Background: an optimization exercise with open tools, aiming at small area. Do not read the settings as production practice.
The RTL was checked by simulation tests, not by an equivalence proof against the original design.
Power and IR drop assume default switching activity.

==> design/flow/config.mk <==
export PLATFORM = sky130hd
export DESIGN_NAME = SubBytesLP
export DESIGN_NICKNAME = SubBytesLP
export VERILOG_FILES = /design/flow/design.v
export SDC_FILE = /design/flow/constraint.sdc
export NUM_CORES = 8
export LEC_CHECK = 0
export CAP_MARGIN = 20
export CORE_MARGIN = 2
export CORE_UTILIZATION = 30
export SLEW_MARGIN = 20
==> design/flow/constraint.sdc <==
create_clock -name core_clock -period 10.0 [get_ports {clock}]
set_input_delay 2.0000 -clock core_clock [delete_from_list [all_inputs] [get_ports {clock}]]
set_output_delay 2.0000 -clock core_clock [all_outputs]
set_load 0.01 [all_outputs]
==> design/flow/design.v <==
module SubBytesLP ( input clock, input reset, input enableS, input [0:127]blocoIn, output reg [0:127]blocoOut);
	wire [0:7] in [0:15];  
	wire [0:7] out [0:15]; 
	wire [0:7] enable;  
	assign enable = {enableS,enableS,enableS,enableS,enableS,enableS,enableS,enableS,enableS,enableS,enableS,enableS,enableS,enableS,enableS,enableS};
	assign in[0] = (blocoIn[0:7] & enable);
	assign in[1] = (blocoIn[8:15] & enable);
	assign in[2] = (blocoIn[16:23] & enable);
	assign in[3] = (blocoIn[24:31] & enable);
	assign in[4] = (blocoIn[32:39] & enable);
	assign in[5] = (blocoIn[40:47] & enable);
	assign in[6] = (blocoIn[48:55] & enable);
	assign in[7] = (blocoIn[56:63] & enable);
	assign in[8] = (blocoIn[64:71] & enable);
	assign in[9] = (blocoIn[72:79] & enable);
	assign in[10] = (blocoIn[80:87] & enable);
	assign in[11] = (blocoIn[88:95] & enable);
	assign in[12] = (blocoIn[96:103] & enable);
	assign in[13] = (blocoIn[104:111] & enable);
	assign in[14] = (blocoIn[112:119] & enable);
	assign in[15] = (blocoIn[120:127] & enable);	
	wire  [0:7] sBox [0:255];
	assign sBox[0] = 8'b01100011;
	assign sBox[1] = 8'b01111100;
	assign sBox[2] = 8'b01110111;
	assign sBox[3] = 8'b01111011;
	assign sBox[4] = 8'b11110010;
	assign sBox[5] = 8'b01101011;
	assign sBox[6] = 8'b01101111;
	assign sBox[7] = 8'b11000101;
	assign sBox[8] = 8'b00110000;
	assign sBox[9] = 8'b00000001;
	assign sBox[10] = 8'b01100111;
	assign sBox[11] = 8'b00101011;
	assign sBox[12] = 8'b11111110;
	assign sBox[13] = 8'b11010111;
	assign sBox[14] = 8'b10101011;
	assign sBox[15] = 8'b01110110;
	assign sBox[16] = 8'b11001010;
	assign sBox[17] = 8'b10000010;
	assign sBox[18] = 8'b11001001;
	assign sBox[19] = 8'b01111101;
	assign sBox[20] = 8'b11111010;
	assign sBox[21] = 8'b01011001;
	assign sBox[22] = 8'b01000111;
	assign sBox[23] = 8'b11110000;
	assign sBox[24] = 8'b10101101;
	assign sBox[25] = 8'b11010100;
	assign sBox[26] = 8'b10100010;
	assign sBox[27] = 8'b10101111;
	assign sBox[28] = 8'b10011100;
	assign sBox[29] = 8'b10100100;
	assign sBox[30] = 8'b01110010;
	assign sBox[31] = 8'b11000000;
	assign sBox[32] = 8'b10110111;
	assign sBox[33] = 8'b11111101;
	assign sBox[34] = 8'b10010011;
	assign sBox[35] = 8'b00100110;
	assign sBox[36] = 8'b00110110;
	assign sBox[37] = 8'b00111111;
	assign sBox[38] = 8'b11110111;
	assign sBox[39] = 8'b11001100;
	assign sBox[40] = 8'b00110100;
	assign sBox[41] = 8'b10100101;
	assign sBox[42] = 8'b11100101;
	assign sBox[43] = 8'b11110001;
	assign sBox[44] = 8'b01110001;
	assign sBox[45] = 8'b11011000;
	assign sBox[46] = 8'b00110001;
	assign sBox[47] = 8'b00010101;
	assign sBox[48] = 8'b00000100;
	assign sBox[49] = 8'b11000111;
	assign sBox[50] = 8'b00100011;
	assign sBox[51] = 8'b11000011;
	assign sBox[52] = 8'b00011000;
	assign sBox[53] = 8'b10010110;
	assign sBox[54] = 8'b00000101;
	assign sBox[55] = 8'b10011010;
	assign sBox[56] = 8'b00000111;
	assign sBox[57] = 8'b00010010;
	assign sBox[58] = 8'b10000000;
	assign sBox[59] = 8'b11100010;
	assign sBox[60] = 8'b11101011;
	assign sBox[61] = 8'b00100111;
	assign sBox[62] = 8'b10110010;
	assign sBox[63] = 8'b01110101;
	assign sBox[64] = 8'b00001001;
	assign sBox[65] = 8'b10000011;
	assign sBox[66] = 8'b00101100;
	assign sBox[67] = 8'b00011010;
	assign sBox[68] = 8'b00011011;
	assign sBox[69] = 8'b01101110;
	assign sBox[70] = 8'b01011010;
	assign sBox[71] = 8'b10100000;
	assign sBox[72] = 8'b01010010;
	assign sBox[73] = 8'b00111011;
	assign sBox[74] = 8'b11010110;
	assign sBox[75] = 8'b10110011;
	assign sBox[76] = 8'b00101001;
	assign sBox[77] = 8'b11100011;
	assign sBox[78] = 8'b00101111;
	assign sBox[79] = 8'b10000100;
	assign sBox[80] = 8'b01010011;
	assign sBox[81] = 8'b11010001;
	assign sBox[82] = 8'b00000000;
	assign sBox[83] = 8'b11101101;
	assign sBox[84] = 8'b00100000;
	assign sBox[85] = 8'b11111100;
	assign sBox[86] = 8'b10110001;
	assign sBox[87] = 8'b01011011;
	assign sBox[88] = 8'b01101010;
	assign sBox[89] = 8'b11001011;
	assign sBox[90] = 8'b10111110;
	assign sBox[91] = 8'b00111001;
	assign sBox[92] = 8'b01001010;
	assign sBox[93] = 8'b01001100;
	assign sBox[94] = 8'b01011000;
	assign sBox[95] = 8'b11001111;
	assign sBox[96] = 8'b11010000;
	assign sBox[97] = 8'b11101111;
	assign sBox[98] = 8'b10101010;
	assign sBox[99] = 8'b11111011;
	assign sBox[100] = 8'b01000011;
	assign sBox[101] = 8'b01001101;
	assign sBox[102] = 8'b00110011;
	assign sBox[103] = 8'b10000101;
	assign sBox[104] = 8'b01000101;
	assign sBox[105] = 8'b11111001;
	assign sBox[106] = 8'b00000010;
	assign sBox[107] = 8'b01111111;
	assign sBox[108] = 8'b01010000;
	assign sBox[109] = 8'b00111100;
	assign sBox[110] = 8'b10011111;
	assign sBox[111] = 8'b10101000;
	assign sBox[112] = 8'b01010001;
	assign sBox[113] = 8'b10100011;
	assign sBox[114] = 8'b01000000;
	assign sBox[115] = 8'b10001111;
	assign sBox[116] = 8'b10010010;
	assign sBox[117] = 8'b10011101;
	assign sBox[118] = 8'b00111000;
	assign sBox[119] = 8'b11110101;
	assign sBox[120] = 8'b10111100;
	assign sBox[121] = 8'b10110110;
	assign sBox[122] = 8'b11011010;
	assign sBox[123] = 8'b00100001;
	assign sBox[124] = 8'b00010000;
	assign sBox[125] = 8'b11111111;
	assign sBox[126] = 8'b11110011;
	assign sBox[127] = 8'b11010010;
	assign sBox[128] = 8'b11001101;
	assign sBox[129] = 8'b00001100;
	assign sBox[130] = 8'b00010011;
	assign sBox[131] = 8'b11101100;
	assign sBox[132] = 8'b01011111;
	assign sBox[133] = 8'b10010111;
	assign sBox[134] = 8'b01000100;
	assign sBox[135] = 8'b00010111;
	assign sBox[136] = 8'b11000100;
	assign sBox[137] = 8'b10100111;
	assign sBox[138] = 8'b01111110;
	assign sBox[139] = 8'b00111101;
	assign sBox[140] = 8'b01100100;
	assign sBox[141] = 8'b01011101;
	assign sBox[142] = 8'b00011001;
	assign sBox[143] = 8'b01110011;
	assign sBox[144] = 8'b01100000;
	assign sBox[145] = 8'b10000001;
	assign sBox[146] = 8'b01001111;
	assign sBox[147] = 8'b11011100;
	assign sBox[148] = 8'b00100010;
	assign sBox[149] = 8'b00101010;
	assign sBox[150] = 8'b10010000;
	assign sBox[151] = 8'b10001000;
	assign sBox[152] = 8'b01000110;
	assign sBox[153] = 8'b11101110;
	assign sBox[154] = 8'b10111000;
	assign sBox[155] = 8'b00010100;
	assign sBox[156] = 8'b11011110;
	assign sBox[157] = 8'b01011110;
	assign sBox[158] = 8'b00001011;
	assign sBox[159] = 8'b11011011;
	assign sBox[160] = 8'b11100000;
	assign sBox[161] = 8'b00110010;
	assign sBox[162] = 8'b00111010;
	assign sBox[163] = 8'b00001010;
	assign sBox[164] = 8'b01001001;
	assign sBox[165] = 8'b00000110;
	assign sBox[166] = 8'b00100100;
	assign sBox[167] = 8'b01011100;
	assign sBox[168] = 8'b11000010;
	assign sBox[169] = 8'b11010011;
	assign sBox[170] = 8'b10101100;
	assign sBox[171] = 8'b01100010;
	assign sBox[172] = 8'b10010001;
	assign sBox[173] = 8'b10010101;
	assign sBox[174] = 8'b11100100;
	assign sBox[175] = 8'b01111001;
	assign sBox[176] = 8'b11100111;
	assign sBox[177] = 8'b11001000;
	assign sBox[178] = 8'b00110111;
	assign sBox[179] = 8'b01101101;
	assign sBox[180] = 8'b10001101;
	assign sBox[181] = 8'b11010101;
	assign sBox[182] = 8'b01001110;
	assign sBox[183] = 8'b10101001;
	assign sBox[184] = 8'b01101100;
	assign sBox[185] = 8'b01010110;
	assign sBox[186] = 8'b11110100;
	assign sBox[187] = 8'b11101010;
	assign sBox[188] = 8'b01100101;
	assign sBox[189] = 8'b01111010;
	assign sBox[190] = 8'b10101110;
	assign sBox[191] = 8'b00001000;
	assign sBox[192] = 8'b10111010;
	assign sBox[193] = 8'b01111000;
	assign sBox[194] = 8'b00100101;
	assign sBox[195] = 8'b00101110;
	assign sBox[196] = 8'b00011100;
	assign sBox[197] = 8'b10100110;
	assign sBox[198] = 8'b10110100;
	assign sBox[199] = 8'b11000110;
	assign sBox[200] = 8'b11101000;
	assign sBox[201] = 8'b11011101;
	assign sBox[202] = 8'b01110100;
	assign sBox[203] = 8'b00011111;
	assign sBox[204] = 8'b01001011;
	assign sBox[205] = 8'b10111101;
	assign sBox[206] = 8'b10001011;
	assign sBox[207] = 8'b10001010;
	assign sBox[208] = 8'b01110000;
	assign sBox[209] = 8'b00111110;
	assign sBox[210] = 8'b10110101;
	assign sBox[211] = 8'b01100110;
	assign sBox[212] = 8'b01001000;
	assign sBox[213] = 8'b00000011;
	assign sBox[214] = 8'b11110110;
	assign sBox[215] = 8'b00001110;
	assign sBox[216] = 8'b01100001;
	assign sBox[217] = 8'b00110101;
	assign sBox[218] = 8'b01010111;
	assign sBox[219] = 8'b10111001;
	assign sBox[220] = 8'b10000110;
	assign sBox[221] = 8'b11000001;
	assign sBox[222] = 8'b00011101;
	assign sBox[223] = 8'b10011110;
	assign sBox[224] = 8'b11100001;
	assign sBox[225] = 8'b11111000;
	assign sBox[226] = 8'b10011000;
	assign sBox[227] = 8'b00010001;
	assign sBox[228] = 8'b01101001;
	assign sBox[229] = 8'b11011001;
	assign sBox[230] = 8'b10001110;
	assign sBox[231] = 8'b10010100;
	assign sBox[232] = 8'b10011011;
	assign sBox[233] = 8'b00011110;
	assign sBox[234] = 8'b10000111;
	assign sBox[235] = 8'b11101001;
	assign sBox[236] = 8'b11001110;
	assign sBox[237] = 8'b01010101;
	assign sBox[238] = 8'b00101000;
	assign sBox[239] = 8'b11011111;
	assign sBox[240] = 8'b10001100;
	assign sBox[241] = 8'b10100001;
	assign sBox[242] = 8'b10001001;
	assign sBox[243] = 8'b00001101;
	assign sBox[244] = 8'b10111111;
	assign sBox[245] = 8'b11100110;
	assign sBox[246] = 8'b01000010;
	assign sBox[247] = 8'b01101000;
	assign sBox[248] = 8'b01000001;
	assign sBox[249] = 8'b10011001;
	assign sBox[250] = 8'b00101101;
	assign sBox[251] = 8'b00001111;
	assign sBox[252] = 8'b10110000;
	assign sBox[253] = 8'b01010100;
	assign sBox[254] = 8'b10111011;
	assign sBox[255] = 8'b00010110;
	assign out[0] = sBox[({4'b0000,(in[0][0:3])}<<4)+(in[0][4:7])];
	assign out[1] = sBox[({4'b0000,(in[1][0:3])}<<4)+(in[1][4:7])];
	assign out[2] = sBox[({4'b0000,(in[2][0:3])}<<4)+(in[2][4:7])];
	assign out[3] = sBox[({4'b0000,(in[3][0:3])}<<4)+(in[3][4:7])];
	assign out[4] = sBox[({4'b0000,(in[4][0:3])}<<4)+(in[4][4:7])];
	assign out[5] = sBox[({4'b0000,(in[5][0:3])}<<4)+(in[5][4:7])];
	assign out[6] = sBox[({4'b0000,(in[6][0:3])}<<4)+(in[6][4:7])];
	assign out[7] = sBox[({4'b0000,(in[7][0:3])}<<4)+(in[7][4:7])];
	assign out[8] = sBox[({4'b0000,(in[8][0:3])}<<4)+(in[8][4:7])];
	assign out[9] = sBox[({4'b0000,(in[9][0:3])}<<4)+(in[9][4:7])];
	assign out[10] = sBox[({4'b0000,(in[10][0:3])}<<4)+(in[10][4:7])];
	assign out[11] = sBox[({4'b0000,(in[11][0:3])}<<4)+(in[11][4:7])];
	assign out[12] = sBox[({4'b0000,(in[12][0:3])}<<4)+(in[12][4:7])];
	assign out[13] = sBox[({4'b0000,(in[13][0:3])}<<4)+(in[13][4:7])];
	assign out[14] = sBox[({4'b0000,(in[14][0:3])}<<4)+(in[14][4:7])];
	assign out[15] = sBox[({4'b0000,(in[15][0:3])}<<4)+(in[15][4:7])];
	always @(posedge clock, posedge reset)
	begin
		if (reset) begin
			blocoOut[0:7] 	   <= 8'b00000000;
			blocoOut[8:15]     <= 8'b00000000;
			blocoOut[16:23]    <= 8'b00000000;
			blocoOut[24:31]    <= 8'b00000000;
			blocoOut[32:39]    <= 8'b00000000;
			blocoOut[40:47]    <= 8'b00000000;
			blocoOut[48:55]    <= 8'b00000000;
			blocoOut[56:63]    <= 8'b00000000;
			blocoOut[64:71]    <= 8'b00000000;
			blocoOut[72:79]    <= 8'b00000000;
			blocoOut[80:87]    <= 8'b00000000;
			blocoOut[88:95]    <= 8'b00000000;
			blocoOut[96:103]   <= 8'b00000000;
			blocoOut[104:111]  <= 8'b00000000;
			blocoOut[112:119]  <= 8'b00000000;
			blocoOut[120:127]  <= 8'b00000000;		
		end
		else
			if (enable) begin
			blocoOut[0:7]      <= out[0];
			blocoOut[8:15]     <= out[1];
			blocoOut[16:23]    <= out[2];
			blocoOut[24:31]    <= out[3];
			blocoOut[32:39]    <= out[4];
			blocoOut[40:47]    <= out[5];
			blocoOut[48:55]    <= out[6];
			blocoOut[56:63]    <= out[7];
			blocoOut[64:71]    <= out[8];
			blocoOut[72:79]    <= out[9];
			blocoOut[80:87]    <= out[10];
			blocoOut[88:95]    <= out[11];
			blocoOut[96:103]   <= out[12];
			blocoOut[104:111]  <= out[13];
			blocoOut[112:119]  <= out[14];
			blocoOut[120:127]  <= out[15];	
			end
		end
endmodule 
==> design/flow/run.sh <==
#!/bin/bash
# synth_recipe.tcl (not shown) runs the flow's synth.tcl, then flattens the netlist and writes it again
# the make line also repeats each setting of config.mk as NAME=value (left out here)
make -C /OpenROAD-flow-scripts/flow DESIGN_CONFIG=/design/flow/config.mk WORK_HOME=/design/flow/orfs CLKGATE_MAP_FILE= SYNTH_SCRIPT=/design/flow/synth_recipe.tcl finish
==> notes.md <==
DPL Wire Length: 378 mm
Final setup viols: 0
final period utilization: 59.8%
max_slew headroom: 12.9%
mapped cell area: 0.0627 mm^2
most frequent cells in the layout: 1133 x nor2_1, 1065 x nand2_1, 988 x o21ai_0, 881 x a21oi_1, 507 x o22ai_1
FF-to-FF End: blocoOut[69]
worst vdd ir: 0.189 mV
largest cells by area after synthesis: o21ai_0 7.9%, a21oi_1 7.0%, nor2_1 6.9%
area of the core: 0.207 mm^2
placed inst area: 0.0679 mm^2
final slew viol count: 0
share of the synthesized area in the top cell type: 7.89%
Total Die Area: 0.213 mm^2
vias: 107000
first-pass GRT wire length: 763 mm
Final ANT Viol Nets: 0
Initial Utilization: 30.2%
CP required: 10470 ps
Worst Reg-to-Reg Cells: 5
Setup Skew: 0 ps
buffers and inverters on the worst path: 3
largest net degree at the start of global routing: 96
Final Hold Vio Count: 0
hold endpoint: blocoOut[38]
Async SR Flop Fraction: 100%
Worst-Skew Late Latency: 630 ps
number of buffers created by CTS: 17
Post-Syn Nets: 10800
Worst-path clk slew: 100 ps
worst hold slack: 507 ps
worst-path cell chain: buf_8, buf_12, buf_4, nand3_1, nor2_1, a32oi_1, o311ai_0, or4_1, nor4_1, nor4_1, a31oi_1
final instance area: 0.0687 mm^2
Worst R2R Setup Slack: 7450 ps
vias in the first global route: 99300
Worst Tran Pin Value: 1300 ps
RSZ-0062 raised after global routing: false
clock root cell: clkbuf_16
PwrDens: 67.7 mW/mm^2
leakage: 21.3 nW
largest registers: blocoOut (128)
CP most frequent cell: nor4_1
clock buffer depth: 2
Yosys top cell by area: o21ai_0
Avg Cell Area, Syn: 5.89 um^2
Post-CTS Setup Bufs: 0
drt wl/cell: 41.4 um
post-CTS resize count: 0
# DRC: 0
Layout area overhead: 9.55%
max reg flops: 128
Primary FF master, synth: dfrtp_1
commonest non-fill, non-tap cell in the layout: nor2_1
DR vias/cell: 8.18
Buffers on Ports: 258
Fillers: 23600
count of cell types in the netlist: 107
Fin Setup TNS: 0 ps
CTS tree: yes
Core Rows: 167
Worst Setup End Kind: register
Worst path slowest cell: nor2_1
Total GRT Usage: 48.3%
critical path class: in2reg
cells after synthesis: 10600
gp weighted congestion: 1.14
Die Span Y: 461 um
initial antenna violation count: 28
RR Startpoint: blocoOut[69]
pre-CTS WS: 3670 ps
status: timing/DRC/antenna clean
post-route minimum period: 5980 ps
Top reg by flops: blocoOut
Seq/Total Area, Yosys: 5.11%
CP Launch Point: enableS
#FFs+latches synth: 128
final net count: 10400
final wirelength: 543 mm
total clock sinks: 128
Setup crit start kind: input pin
CP max stage delay: 970 ps
Die W: 461 um
H-tree level count: 4
number of synthesized flops with an enable pin: 0
share of layout cells above drive strength 1: 7.47%
Top Family by Delay on Critical Path: simple AND/OR/NAND/NOR gates
WHS Path Cells: 1
GRT Residual Overflow: 0
First-pass DRT Iterations: 14
fmax: 167 MHz
hold_sp: blocoOut[38]
1st-iter DRT viols: 25600
post-route setup slack: 4020 ps
Crit path arrival time: 6450 ps
Boundary Pins: 259
maxcap violations: 0
Critical Path Fanout Max: 93
Hold Path Class: reg2reg
Synth Warn #: 1
CTS Hold Bufs: 0
-- final cells by class --
class	instances	area, um^2	area share [%]
multi-input cells	9359	55000	80.1
repair buffers	736	6080	8.85
well taps	2788	3490	5.08
flip-flops and latches	128	3200	4.66
clock buffers	19	443	0.645
clock inverters	13	233	0.339
inverters	53	214	0.311
diodes	16	40.0	0.0583
-- cell families after synthesis --
family / Yosys count / synth area share (%)
simple gates: 5066 / 41.9
buf+inv: 1162 / 7.66
flops: 128 / 5.11
mux: 28 / 0.451
fa+ha+maj: 2 / 0.0319
compound gates: 4183 / 43.7
xor+xnor: 80 / 1.12
-- stage by stage --
| stage | util, % | power [mW] | instances |
|---|---|---|---|
| global route | 33.1 | 4.71 | 13100 |
| finish | 33.1 | 4.65 | 13100 |
| CTS | 33.1 | 4.43 | 13100 |
| global placement | 32.7 | 3.59 | 13100 |
| detailed placement | 32.7 | 3.50 | 13100 |
| floorplan | - | 2.18 | 10600 |
-- where the power goes --
| group | leakage (nW) | switching (mW) | internal (mW) |
|---|---|---|---|
| logic | 19.4 | 2.03 | 0.864 |
| clock network | 0.328 | 0.443 | 0.477 |
| registers | 1.51 | 0.191 | 0.648 |
| total | 21.3 | 2.66 | 1.99 |
-- worst register-to-register path: cells and delay by family, from the launching register on --
family	cells	cell delay (ps)
simple gates	4	1570
flops	1	540
compound gates	1	300
-- synth_stat cells, types with 81 or more instances --
library cell / instances
nor3_1: 483
buf_1: 105
nand2_1: 1065
nor2_1: 1148
o21ai_0: 989
o221ai_1: 101
nand4_1: 263
nor4_1: 323
dfrtp_1: 128
a21oi_1: 881
nand3b_1: 91
a211oi_1: 122
clkbuf_1: 831
or3_1: 101
a22oi_1: 269
nand2b_1: 215
o22ai_1: 507
nand3_1: 473
nor2b_1: 196
a31oi_1: 150
o32ai_1: 81
buf_2: 124
o2111ai_1: 108
a2111oi_0: 108
and3_1: 96
a221oi_1: 172
or4_1: 83
o211ai_1: 106
-- worst max path at each step --
| stage | endpoint | slack (ps) | cells past startpoint |
|---|---|---|---|
| after global routing | blocoOut[81] | 3930 | 11 |
| after global placement | blocoOut[95] | 3530 | 10 |
| after detailed placement | blocoOut[81] | 3670 | 11 |
| after floorplan | blocoOut[0] | 4590 | 1 |
| final | blocoOut[81] | 4020 | 11 |
| after CTS | blocoOut[81] | 4370 | 11 |
-- routing by layer --
| metal | GRT usage (%) | part of all wire (%) |
|---|---|---|
| met3 | 22.6 | 17 |
| met4 | 33.8 | 9.8 |
| met5 | 0.344 | 0.049 |
| met1 | 57.9 | 35 |
| met2 | 67.1 | 38 |

-- static timing again, ports no longer ideal --
In the flow no input, the clock included, has a driving cell. The finished layout below was timed again as built, in two steps. Step 1: set_driving_cell puts a clkbuf_16 on clock and a buf_2 on each other input, an assumption about the parent block. Step 2 times the ports against the registers' clock, not the clock port: input delays grow and output delays shrink by t, the midpoint of the rising clock arrivals with the driver on. a / b / c = ideal ports / drivers / drivers and shift; a / b = the first two.
t (ns): 0.716
slack for setup (ns): 4.019 / 4.063 / 3.348
hold WS [ns]: 0.507 / 0.507 / 0.507
worst setup path at the end: input to register
slew at the worst register clock pin (ns): 0.11 / 0.11
After both steps setup and hold are still met in this run. For this run, drivers alone change the setup slack by +0.044 ns; drivers and shift together by -0.671 ns.
